Source: an optimization exercise on an open RTL-to-GDS flow (aim: small area and a short achievable clock period). Production flows keep margins and buffers that such runs may drop.
In this exercise RTL edits were held to simulation tests only and were not proved equivalent to the original.
Power is estimated from default activity; no workload was simulated.

Setup of v16:
==> flow/design.v (excerpt) <==
module multiplier (a, b, prod, qnan, infinity, zero, normal, clk);
==> flow/config.mk <==
export PLATFORM = sky130hd
export DESIGN_NAME = multiplier
export DESIGN_NICKNAME = multiplier
export VERILOG_FILES = /design/flow/design.v
export SDC_FILE = /design/flow/constraint.sdc
export NUM_CORES = 4
export LEC_CHECK = 0
export CAP_MARGIN = 20
export CORE_MARGIN = 2
export CORE_UTILIZATION = 70
export PLACE_DENSITY = 0.85
export SLEW_MARGIN = 20
export SYNTH_HIERARCHICAL = 1
==> flow/constraint.sdc <==
create_clock -name core_clock -period 12.0 [get_ports {clk}]
set_input_delay 2.4000 -clock core_clock [delete_from_list [all_inputs] [get_ports {clk}]]
set_output_delay 2.4000 -clock core_clock [all_outputs]
set_load 0.01 [all_outputs]
standard.sh (not shown) runs the stock make flow with config.mk's settings and CLKGATE_MAP_FILE= SYNTH_SCRIPT=/design/flow/synth_recipe.tcl, a recipe that flattens the netlist after the stock synthesis.
==> flow/flow/run.sh <==
#!/bin/bash
set -euo pipefail
cp standard.sh standard_copy.sh
sed "s|^make -C|make SETUP_SLACK_MARGIN=7.8 'CTS_ARGS=-sink_clustering_enable -repair_clock_nets -buf_list sky130_fd_sc_hd__clkbuf_8 -dont_use_dummy_load' -C|" standard.sh > tight.sh
grep -q "SETUP_SLACK_MARGIN=7.8 'CTS_ARGS=" tight.sh
bash tight.sh > make_flow.log 2>&1
Both conditions hold for v16: the flow ran to the end and the final layout passed the timing, design-rule and antenna checks.
### v16 -> v59
- CORE_UTILIZATION now 62, was 70
- CTS_BUF_LIST now sky130_fd_sc_hd__clkbuf_8, previously not set
- PLACE_DENSITY now 0.75, was 0.85
==> flow/flow/run.sh <==
#!/bin/bash
set -euo pipefail
cp standard.sh standard_copy.sh
sed "s|^make -C|make SETUP_SLACK_MARGIN=7.8 'CTS_ARGS=-sink_clustering_enable -repair_clock_nets -buf_list sky130_fd_sc_hd__clkbuf_8 -dont_use_dummy_load' 'BUFFER_PORTS_ARGS=-buffer_cell sky130_fd_sc_hd__buf_2' -C|" standard.sh > tight.sh
grep -q "BUFFER_PORTS_ARGS=-buffer_cell" tight.sh
bash tight.sh > make_flow.log 2>&1
--- outcome ---
Cmp v59 vs v16: total number of cells along the worst setup path higher in v59
[diff] power consumption, v59 relative to v16: improvement
From v16 to v59 the numbers moved as follows: wire length of the first global-routing pass saw a decrease; via count now sits lower; routed wire length saw a decrease; wire length on met3 saw a decrease.
v59: power share of the combinational group 0.9 points below v16
Edits applied to the flow inputs when going from v59 to v30:
- changing PLACE_DENSITY from 0.75 to 0.7
- changing CORE_UTILIZATION from 62 to 55
==> flow/flow/run.sh <==
#!/bin/bash
set -euo pipefail
cp standard.sh standard_copy.sh
sed "s|^make -C|make SETUP_SLACK_MARGIN=7.8 'CTS_ARGS=-sink_clustering_enable -repair_clock_nets -buf_list sky130_fd_sc_hd__clkbuf_8 -dont_use_dummy_load' -C|" standard.sh > tight.sh
grep -q "SETUP_SLACK_MARGIN=7.8 'CTS_ARGS=" tight.sh
bash tight.sh > make_flow.log 2>&1
Notes after the runs:
For area of the core region, dividing the value from v59 by the value from v30 gives 0.885.
Global-route usage is lower on v30
v30 — slack of the critical path 0.073 ns lower, v59 as reference
Compared with v59, worst-case vdd ir drop in v30 decreased by a few percent.
In the final reports, the cell area of v30 is larger than that of v59.
Going from v59 to v30, die outline area now sits higher, utilization now sits lower, total area of multi-input combinational cells now sits at about the same level, fraction of the mapped netlist area in compound gates now sits at about the same level.
What v47 does differently from v30 at the input level:
==> flow/flow/run.sh <==
#!/bin/bash
set -euo pipefail
cp standard.sh standard_copy.sh
sed "s|^make -C|make SETUP_SLACK_MARGIN=7.8 'CTS_ARGS=-sink_clustering_enable -repair_clock_nets -buf_list {sky130_fd_sc_hd__clkbuf_4 sky130_fd_sc_hd__clkbuf_8} -dont_use_dummy_load' -C|" standard.sh > tight.sh
grep -q "SETUP_SLACK_MARGIN=7.8 'CTS_ARGS=" tight.sh
bash tight.sh > make_flow.log 2>&1
==> summary.txt <==
v47 reached the final stage; the timing, design-rule and antenna checks on its layout passed. Synthesized instance count: v47 vs v30 identical. Per the comparison of v47 with v30, number of cells on the critical path barely changed, global-route usage barely changed, final cycle utilization of the critical path barely changed, die height barely changed. | routed wire length | v30 vs v47 | ≈ equal |. v47 vs. v30: final net count comparable, overall die width was more or less identical, number of distinct library cell variants in the gate-level netlist after synthesis stayed essentially flat.

========
Another version of the RTL of multiplier (not shown whole).
Size: roughly 560 cells after synthesis, ~63 flip-flops, ~53 I/O pins, ~5400 µm² of cells after synthesis.
Settings: LEC_CHECK=0, CAP_MARGIN=20, CORE_MARGIN=2, CORE_UTILIZATION=75, CTS_BUF_LIST=sky130_fd_sc_hd__clkbuf_8, PLACE_DENSITY=0.9, SLEW_MARGIN=20, SYNTH_HIERARCHICAL=1; clock period 12.0 ns.
==> flow/flow/run.sh <==
#!/bin/bash
set -euo pipefail
cp standard.sh standard_copy.sh
sed 's|^make -C|make SETUP_SLACK_MARGIN=7 -C|' standard.sh > tight.sh
grep -q "SETUP_SLACK_MARGIN=7" tight.sh
bash tight.sh > make_flow.log 2>&1
The baseline finished with timing, DRC and antenna clean.
Next try:
==> flow/flow/run.sh (replaced) <==
#!/bin/bash
set -euo pipefail
cp standard.sh standard_copy.sh
sed 's|^make -C|make SETUP_SLACK_MARGIN=8 -C|' standard.sh > tight.sh
grep -q "SETUP_SLACK_MARGIN=8" tight.sh
bash tight.sh > make_flow.log 2>&1
The new run failed in 5_1_grt (GRT-0232).
Area after synthesis does not change.
Synthesized cell count does not change.
Next try:
==> flow/run.sh (new file) <==
#!/bin/bash
# synth_recipe.tcl (not shown) runs the flow's synth.tcl, then flattens the netlist and writes it again
# the make line also repeats each setting of config.mk as NAME=value (left out here)
make -C /OpenROAD-flow-scripts/flow DESIGN_CONFIG=/design/flow/config.mk WORK_HOME=/design/flow/orfs CLKGATE_MAP_FILE= SYNTH_SCRIPT=/design/flow/synth_recipe.tcl finish
removed: flow/flow/run.sh
removed: flow/standard.sh
Now the flow completed without violations.
Synthesized area does not change.
Synthesized cell count stays the same.
Next try:
==> flow/flow/run.sh (new file) <==
#!/bin/bash
set -euo pipefail
cp standard.sh standard_copy.sh
sed 's|^make -C|make SETUP_SLACK_MARGIN=9 -C|' standard.sh > tight.sh
grep -q "SETUP_SLACK_MARGIN=9" tight.sh
bash tight.sh > make_flow.log 2>&1
==> flow/standard.sh (new file) <==
#!/bin/bash
# synth_recipe.tcl (not shown) runs the flow's synth.tcl, then flattens the netlist and writes it again
# the make line also repeats each setting of config.mk as NAME=value (left out here)
make -C /OpenROAD-flow-scripts/flow DESIGN_CONFIG=/design/flow/config.mk WORK_HOME=/design/flow/orfs CLKGATE_MAP_FILE= SYNTH_SCRIPT=/design/flow/synth_recipe.tcl "${@:-finish}"
Settings changed: CORE_UTILIZATION 75 to 55, PLACE_DENSITY 0.9 to 0.7.
removed: flow/run.sh
Outcome:
- combinational power goes up by 54%
- worst hold slack loses 3.3 ps
- via count goes up by 1.9%
- sequential share of layout area goes down by 2.3 points
- cell count goes up by 16%
- wire length goes up by 4.5%
- design area goes up by 23%
- maximum frequency goes up by 18%

========
multiplier, a different RTL version from the one above (not shown whole).
Size: ~6100 um^2 of cells after synthesis.
make LEC_CHECK=0 ABC_AREA=1 CAP_MARGIN=20 CORE_MARGIN=2 CORE_UTILIZATION=65 CTS_BUF_LIST=sky130_fd_sc_hd__clkbuf_8 PLACE_DENSITY=0.8 SLEW_MARGIN=20 SYNTH_HIERARCHICAL=1 finish   # period 12.0 ns
run.sh (not shown) runs the stock make flow with config.mk's settings and CLKGATE_MAP_FILE= SYNTH_SCRIPT=/design/flow/synth_recipe.tcl, a recipe that flattens the netlist after the stock synthesis.
Stock flow here: none of the scripts above is used.
Next try:
- ABC_AREA: 1 -> default
- CTS_CLUSTER_DIAMETER: default -> 100
- CTS_CLUSTER_SIZE: default -> 30
The changed run passed the timing, design-rule and antenna checks.
Worst setup slack is worse by 0.20 ns.
Area after synthesis went down by 12%.
Core utilization came out higher by 0.22 points.
Hold slack gets better by 0.0099 ns.
Design area drops by 11%.
First-iteration DRC count drops by 40%.
Sequential power increases by about 6%.
Via count falls by 22%.
Total power falls by 6.7%.
Register-to-register slack is worse by 0.44 ns.
Next try:
- CORE_UTILIZATION: 65 -> 40
- CTS_BUF_LIST: sky130_fd_sc_hd__clkbuf_8 -> default
- CTS_CLUSTER_DIAMETER: 100 -> default
- CTS_CLUSTER_SIZE: 30 -> default
- PLACE_DENSITY: 0.8 -> default
Result:
- The changed run produced a clean layout
- power climbs by 1.2%
- worst setup slack got worse by 0.064 ns
- routed wire length climbs by about 2.2%
- cell area climbs by 2.4%
- core utilization drops by 28 points
Next try:
- CORE_UTILIZATION: 40 -> 65
- CTS_BUF_LIST: default -> sky130_fd_sc_hd__clkbuf_16
- CTS_CLUSTER_DIAMETER: default -> 300
- CTS_CLUSTER_SIZE: default -> 50
- PLACE_DENSITY: default -> 0.8
Maximum frequency climbs by 1.2%.
Power increases by 4.0%.
Cell count drops by 9.4%.
Design area is lower by 0.70%.
Non-clock buffer count stays the same.
Core utilization rises by 29 points.
Wire length hardly moves.
Next try:
- CTS_BUF_LIST: sky130_fd_sc_hd__clkbuf_16 -> sky130_fd_sc_hd__clkbuf_8
- CTS_CLUSTER_DIAMETER: 300 -> default
- CTS_CLUSTER_SIZE: 50 -> default
After rerunning: Sequential cell count does not change. Power goes down by 5.0%. Final area fell by 1.6%. Die area stays the same. Count of clock-buffer cells in the layout does not change.

========
RTL: one of the versions met above, not the one the previous note started from.
For scale: ~560 cells after synthesis, ~63 flip-flops, roughly 5400 um^2 of cells after synthesis.
Settings: LEC_CHECK=0, CAP_MARGIN=20, CORE_MARGIN=2, CORE_UTILIZATION=55, CTS_BUF_LIST=sky130_fd_sc_hd__clkbuf_8, PLACE_DENSITY=0.7, SLEW_MARGIN=20, SYNTH_HIERARCHICAL=1; clock period 12.0 ns.
standard.sh (not shown) runs the stock make flow with config.mk's settings and CLKGATE_MAP_FILE= SYNTH_SCRIPT=/design/flow/synth_recipe.tcl, a recipe that flattens the netlist after the stock synthesis.
==> flow/flow/run.sh <==
#!/bin/bash
set -euo pipefail
cp standard.sh standard_copy.sh
sed 's|^make -C|make SETUP_SLACK_MARGIN=8 -C|' standard.sh > tight.sh
grep -q "SETUP_SLACK_MARGIN=8" tight.sh
bash tight.sh > make_flow.log 2>&1
Change:
==> flow/flow/run.sh (replaced) <==
#!/bin/bash
set -euo pipefail
cp standard.sh standard_copy.sh
sed 's|^make -C|make SETUP_SLACK_MARGIN=7.8 -C|' standard.sh > tight.sh
grep -q "SETUP_SLACK_MARGIN=7.8" tight.sh
bash tight.sh > make_flow.log 2>&1
What happened: Wire length shrinks by a few percent; critical path depth shrinks by 2; setup slack got worse by 0.13 ns; total power shrinks by a few percent; register-to-register slack got worse by 0.15 ns; global-route usage shrinks by 0.41 points; count of clock-buffer cells in the layout shrinks by 2; die area does not change; area after synthesis is unchanged; final cell count shrinks slightly; flip-flop and latch count stays the same.
Change:
==> flow/flow/run.sh (replaced) <==
#!/bin/bash
set -euo pipefail
cp standard.sh standard_copy.sh
sed 's|^make -C|make SETUP_SLACK_MARGIN=7.8 MATCH_CELL_FOOTPRINT=0 -C|' standard.sh > tight.sh
grep -q "SETUP_SLACK_MARGIN=7.8 MATCH_CELL_FOOTPRINT=0" tight.sh
bash tight.sh > make_flow.log 2>&1
What happened: Non-clock buffer count rose by 6. Global-route usage rose by 0.19 points. Cell area rose by 0.93%. Sequential share of layout area fell by 0.19 points. Register-to-register slack gets worse by 0.04 ns. Worst setup slack is about the same. First-iteration DRC count fell by 3.1%. Die area is unchanged.

========
## build 18
multiplier with an RTL version that a note above also has.
For scale: roughly 62 flip-flops, roughly 53 I/O pins, roughly 0.0053 sq mm of cells after synthesis.
## multiplier
module multiplier (a, b, prod, qnan, infinity, zero, normal, clk);
input [15:0] a, b;
input clk;
output [15:0] prod;
output qnan, infinity, zero, normal;
wire [12:0] bx = {1'b0, ~&b[14:10] & |b[14:10], b[9:0], 1'b0};
wire [5:0] c_bo, c_bt;
genvar gi;
generate for (gi = 0; gi < 6; gi = gi + 1) begin : rec
  assign c_bo[gi] = bx[2*gi+1] ^ bx[2*gi];
  assign c_bt[gi] = (bx[2*gi+2] & ~bx[2*gi+1] & ~bx[2*gi]) | (~bx[2*gi+2] & bx[2*gi+1] & bx[2*gi]);
end endgenerate
reg [10:0] sa;
reg [5:0] bo, bt;
reg [4:0] bn;
reg [4:0] ea, eb;
reg sgn1;
always @(posedge clk) begin
  sa <= {~&a[14:10] & |a[14:10], a[9:0]};
  bo <= c_bo;
  bt <= c_bt;
  bn <= {b[9], b[7], b[5], b[3], b[1]};
  ea <= a[14:10];
  eb <= b[14:10];
  sgn1 <= a[15] ^ b[15];
end
wire b_m0 = ~|{bo[4:0], bt[4:0]};
wire a_m0 = ~|sa[9:0];
wire a_e1 = &ea, b_e1 = &eb;
wire a_n = ~a_e1 & |ea, b_n = ~b_e1 & |eb;
wire a_inf = a_e1 & a_m0, b_inf = b_e1 & b_m0;
wire a_zero = ~a_n & ~a_e1 & a_m0, b_zero = ~b_n & ~b_e1 & b_m0;
wire c_qnan = (a_inf & b_zero) | (b_inf & a_zero);
wire c_zero = ~a_inf & ~b_inf & (a_zero | b_zero);
wire c_fin = ~a_e1 & ~b_e1 & ~a_zero & ~b_zero;
wire [5:0] esum = ea + eb;
wire [4:0] pe_nn = ea + eb + 5'd17;
wire [4:0] c_pe0 = (a_n & b_n) ? pe_nn : a_n ? ea : b_n ? eb : 5'd15;
wire [4:0] c_pe1 = c_pe0 + 5'd1;
wire c_f0 = c_fin & (~(a_n & b_n) | (esum <= 6'd45));
  ...
==> flow/config.mk <==
export PLATFORM = sky130hd
export DESIGN_NAME = multiplier
export DESIGN_NICKNAME = multiplier
export VERILOG_FILES = /design/flow/design.v
export SDC_FILE = /design/flow/constraint.sdc
export NUM_CORES = 4
export LEC_CHECK = 0
export CAP_MARGIN = 20
export CORE_MARGIN = 2
export CORE_UTILIZATION = 62
export CTS_BUF_LIST = sky130_fd_sc_hd__clkbuf_8
export PLACE_DENSITY = 0.75
export SLEW_MARGIN = 20
export SYNTH_HIERARCHICAL = 1
==> flow/constraint.sdc <==
create_clock -name core_clock -period 12.0 [get_ports {clk}]
set_input_delay 2.4000 -clock core_clock [delete_from_list [all_inputs] [get_ports {clk}]]
set_output_delay 2.4000 -clock core_clock [all_outputs]
set_load 0.01 [all_outputs]
==> flow/flow/run.sh <==
#!/bin/bash
set -euo pipefail
cp standard.sh standard_copy.sh
sed "s|^make -C|make SETUP_SLACK_MARGIN=8.1 'CTS_ARGS=-sink_clustering_enable -repair_clock_nets -buf_list sky130_fd_sc_hd__clkbuf_8 -dont_use_dummy_load' 'BUFFER_PORTS_ARGS=-buffer_cell sky130_fd_sc_hd__buf_2' -C|" standard.sh > tight.sh
grep -q "BUFFER_PORTS_ARGS=-buffer_cell" tight.sh
bash tight.sh > make_flow.log 2>&1
Build 18 ran to completion and came out clean on the timing, design-rule and antenna checks.
Inputs modified between build 18 and build 57:
Settings: CTS_BUF_LIST no longer set, was sky130_fd_sc_hd__clkbuf_8; TNS_END_PERCENT now 30, previously not set.
==> flow/flow/run.sh <==
#!/bin/bash
set -euo pipefail
cp standard.sh standard_copy.sh
sed "s|^make -C|make SETUP_SLACK_MARGIN=7.8 'CTS_ARGS=-sink_clustering_enable -repair_clock_nets -buf_list sky130_fd_sc_hd__clkbuf_8 -dont_use_dummy_load' -C|" standard.sh > tight.sh
grep -q "SETUP_SLACK_MARGIN=7.8 'CTS_ARGS=" tight.sh
bash tight.sh > make_flow.log 2>&1
Build 57 ran to completion and came out clean on the timing, design-rule and antenna checks. Worst supply voltage drop on vdd ended up 0.012 mV lower on build 57 than on build 18. Between build 57 and build 18, the difference in cell area after layout is negligible. Sequential share of layout area for build 57 is lower than for build 18.
## Diff of input files: build 93 against build 57
Settings: putting CTS_BUF_LIST at sky130_fd_sc_hd__clkbuf_8 where nothing was set; clearing TNS_END_PERCENT, which used to be 30.
==> flow/flow/run.sh <==
#!/bin/bash
set -euo pipefail
cp standard.sh standard_copy.sh
sed "s|^make -C|make SETUP_SLACK_MARGIN=8.4 'CTS_ARGS=-sink_clustering_enable -repair_clock_nets -buf_list sky130_fd_sc_hd__clkbuf_8 -dont_use_dummy_load' 'BUFFER_PORTS_ARGS=-buffer_cell sky130_fd_sc_hd__buf_2' -C|" standard.sh > tight.sh
grep -q "BUFFER_PORTS_ARGS=-buffer_cell" tight.sh
bash tight.sh > make_flow.log 2>&1
Results
Global-route usage: build 93 and build 57 compared, higher one is build 93. Changes observed in build 93 relative to build 57: total power increased about 40%, standby leakage power increased about 19%, detailed placement HPWL decreased about 2.3%, cell count increased 7.2%, routed length per instance increased 5.2 microns. Of build 93 and build 57, the run reporting the higher met3 wire length was build 93. Diff build 57 -> build 93 | final standard cell utilization of the core | increase of 11 points. Total wirelength of the detailed-routed design was lower in the run labelled build 57. Looking at worst setup path startpoint, the pe2[0] result is from build 93; the z2 one comes from build 57.
Inputs modified between build 93 and build 74:
Settings: CORE_UTILIZATION: 62 -> 55; PLACE_DENSITY: 0.75 -> 0.7.
==> flow/flow/run.sh <==
#!/bin/bash
set -euo pipefail
cp standard.sh standard_copy.sh
sed 's|^make -C|make SETUP_SLACK_MARGIN=7.6 -C|' standard.sh > tight.sh
grep -q "SETUP_SLACK_MARGIN=7.6" tight.sh
bash tight.sh > make_flow.log 2>&1
Findings:
- Result for build 93 and build 74: all clean
- Global-route usage came out lower on build 74 than on build 93.
- Build 74: total chip power is about 26% lower than what build 93 reported.
- Taking build 93 as the reference point, the cell count of build 74 falls by about 3.7%.
- Looking at cell count after placement, build 74 sits 24 above build 93.
- Cmp build 93 and build 74 / share of power burned in combinational logic / higher: build 93
- Comparing build 93 and build 74, final core utilization is higher on build 93.
- Maximum resistive drop on vdd, build 93 and build 74: lower on build 74
- The final wirelength in build 74 sits 27% below the value recorded for build 93.
- Re max-cap violation count: no difference whatsoever between build 74 and build 93.
- Diff build 93 -> build 74 | number of inserted filler cells in the final layout | increase of 94%
Modified inputs, build 81 compared to build 74
Settings: CORE_UTILIZATION: 55 -> 62; PLACE_DENSITY: 0.7 -> 0.75.
==> flow/flow/run.sh <==
#!/bin/bash
set -euo pipefail
cp standard.sh standard_copy.sh
sed "s|^make -C|make SETUP_SLACK_MARGIN=8.0 'CTS_ARGS=-sink_clustering_enable -repair_clock_nets -buf_list sky130_fd_sc_hd__clkbuf_4 -dont_use_dummy_load' 'BUFFER_PORTS_ARGS=-buffer_cell sky130_fd_sc_hd__buf_1' -C|" standard.sh > tight.sh
grep -q "BUFFER_PORTS_ARGS=-buffer_cell" tight.sh
bash tight.sh > make_flow.log 2>&1
## What came out
Build 81 against build 74: critical path depth saw an increase; global-route wire length before repair shrank by 3.1%; final-layout worst hold slack has decreased; power in combinational cells held; count of filler cells inserted in the layout went down 161.
The standard cells in build 81 occupy less silicon area than those in build 74 do.
| post-CTS setup buffer count | build 81 vs build 74 | 14 higher |
Comparing build 81 and build 74, remaining max-slew budget at the tightest pin is lower on build 74.
The share of the final layout cell area in multi-input gates number comes out lower for build 74 vs build 81.
Net count reported at finish: build 81 > build 74
For build 74, the termination of the worst setup path was prod[10], unlike build 81, where it was prod[14].
Edits applied to the flow inputs when going from build 81 to build 82:
Settings: CORE_UTILIZATION: 62 -> 55; PLACE_DENSITY: 0.75 -> 0.7.
==> flow/flow/run.sh <==
#!/bin/bash
set -euo pipefail
cp standard.sh standard_copy.sh
sed 's|^make -C|make SETUP_SLACK_MARGIN=7.8 RECOVER_POWER=100 -C|' standard.sh > tight.sh
grep -q "SETUP_SLACK_MARGIN=7.8 RECOVER_POWER=100" tight.sh
bash tight.sh > make_flow.log 2>&1
[summary]
Summary of build 82 over build 81: register-to-register slack fell 0.48 ns, layout buffering overhead excluding clock cells has increased, relative contribution of sequential cells to total power down 1.4 points, layout overhead on the synthesized area rose 5.9 points, total met3 wirelength after detailed routing +9.8%. Comparing core utilization for build 81 and build 82, the bigger number came from build 81. On build 82: total power is 0.10 mW higher than what build 81 gave. Compared to build 81, build 82 has critical path's largest stage delay 0.02 ns higher. Going from build 81 to build 82, number of global-route vias before repair grows by 112. Total area of multi-input combinational cells (build 82 over build 81): decrease, 99 sq um.

## separate check: timing with driven ports
Ports are ideal in the flow. The routed layouts listed here were re-timed in OpenROAD. Step 1, drivers: a clkbuf_16 drives clk and a buf_2 each remaining input, both assumed. Step 2 adds t to the input delays and takes it off the output delays; t is the mean of the earliest and latest rising clock arrival at the registers after step 1. Input paths then give back, and output paths get back, about the clock's delay inside the block. Three values: no drivers, after step 1, after step 2; two values: the first two.
| run | t, ns | setup WS [ns] | worst hold slack (ns) | worst setup path after step 2 | worst data-port slew with drivers (ns) |
|---|---|---|---|---|---|
| v16 | 0.369 | 7.878 / 7.847 / 7.948 | 0.332 / 0.332 / 0.332 | register to register | 0.03 |
| v59 | 0.362 | 7.964 / 7.930 / 7.965 | 0.330 / 0.330 / 0.330 | register to register | 0.03 |
| v30 | 0.366 | 7.891 / 7.858 / 7.942 | 0.338 / 0.338 / 0.338 | register to register | 0.03 |
| v47 | 0.366 | 7.891 / 7.858 / 7.942 | 0.338 / 0.338 / 0.338 | register to register | 0.03 |
| the first run of note 2 | 0.384 | 7.389 / 7.359 / 7.417 | 0.348 / 0.348 / 0.348 | register to register | 0.04 |
| the third run of note 2 | 0.384 | 7.389 / 7.359 / 7.417 | 0.348 / 0.348 / 0.348 | register to register | 0.04 |
| the fourth run of note 2 | 0.362 | 8.088 / 8.057 / 8.184 | 0.345 / 0.345 / 0.345 | register to register | 0.05 |
| the first run of note 3 | 0.385 | 7.735 / 7.704 / 7.982 | 0.335 / 0.335 / 0.335 | register to register | 0.03 |
| the second run of note 3 | 0.369 | 7.536 / 7.526 / 7.536 | 0.345 / 0.345 / 0.345 | register to register | 0.04 |
| the third run of note 3 | 0.374 | 7.472 / 7.472 / 7.472 | 0.330 / 0.330 / 0.330 | register to register | 0.04 |
| the fourth run of note 3 | 0.365 | 7.526 / 7.526 / 7.526 | 0.340 / 0.340 / 0.340 | register to register | 0.04 |
| the fifth run of note 3 | 0.369 | 7.536 / 7.526 / 7.536 | 0.345 / 0.345 / 0.345 | register to register | 0.04 |
| the first run of note 4 | 0.359 | 8.009 / 7.983 / 8.075 | 0.343 / 0.343 / 0.343 | input to register | 0.04 |
| the second run of note 4 | 0.372 | 7.875 / 7.844 / 7.976 | 0.345 / 0.345 / 0.345 | register to register | 0.05 |
| the third run of note 4 | 0.373 | 7.876 / 7.845 / 7.945 | 0.346 / 0.346 / 0.346 | register to register | 0.05 |
| build 18 | 0.372 | 8.079 / 8.046 / 8.183 | 0.328 / 0.328 / 0.328 | register to register | 0.03 |
| build 57 | 0.363 | 7.827 / 7.796 / 7.928 | 0.320 / 0.320 / 0.320 | register to register | 0.04 |
| build 93 | 0.364 | 8.080 / 8.046 / 8.143 | 0.334 / 0.334 / 0.334 | register to register | 0.04 |
| build 74 | 0.373 | 7.727 / 7.693 / 7.778 | 0.339 / 0.339 / 0.339 | register to register | 0.03 |
| build 81 | 0.418 | 7.982 / 7.952 / 8.085 | 0.332 / 0.332 / 0.332 | register to register | 0.03 |
| build 82 | 0.373 | 7.529 / 7.497 / 7.597 | 0.339 / 0.339 / 0.339 | register to register | 0.03 |
After both steps every run listed still meets setup and hold.
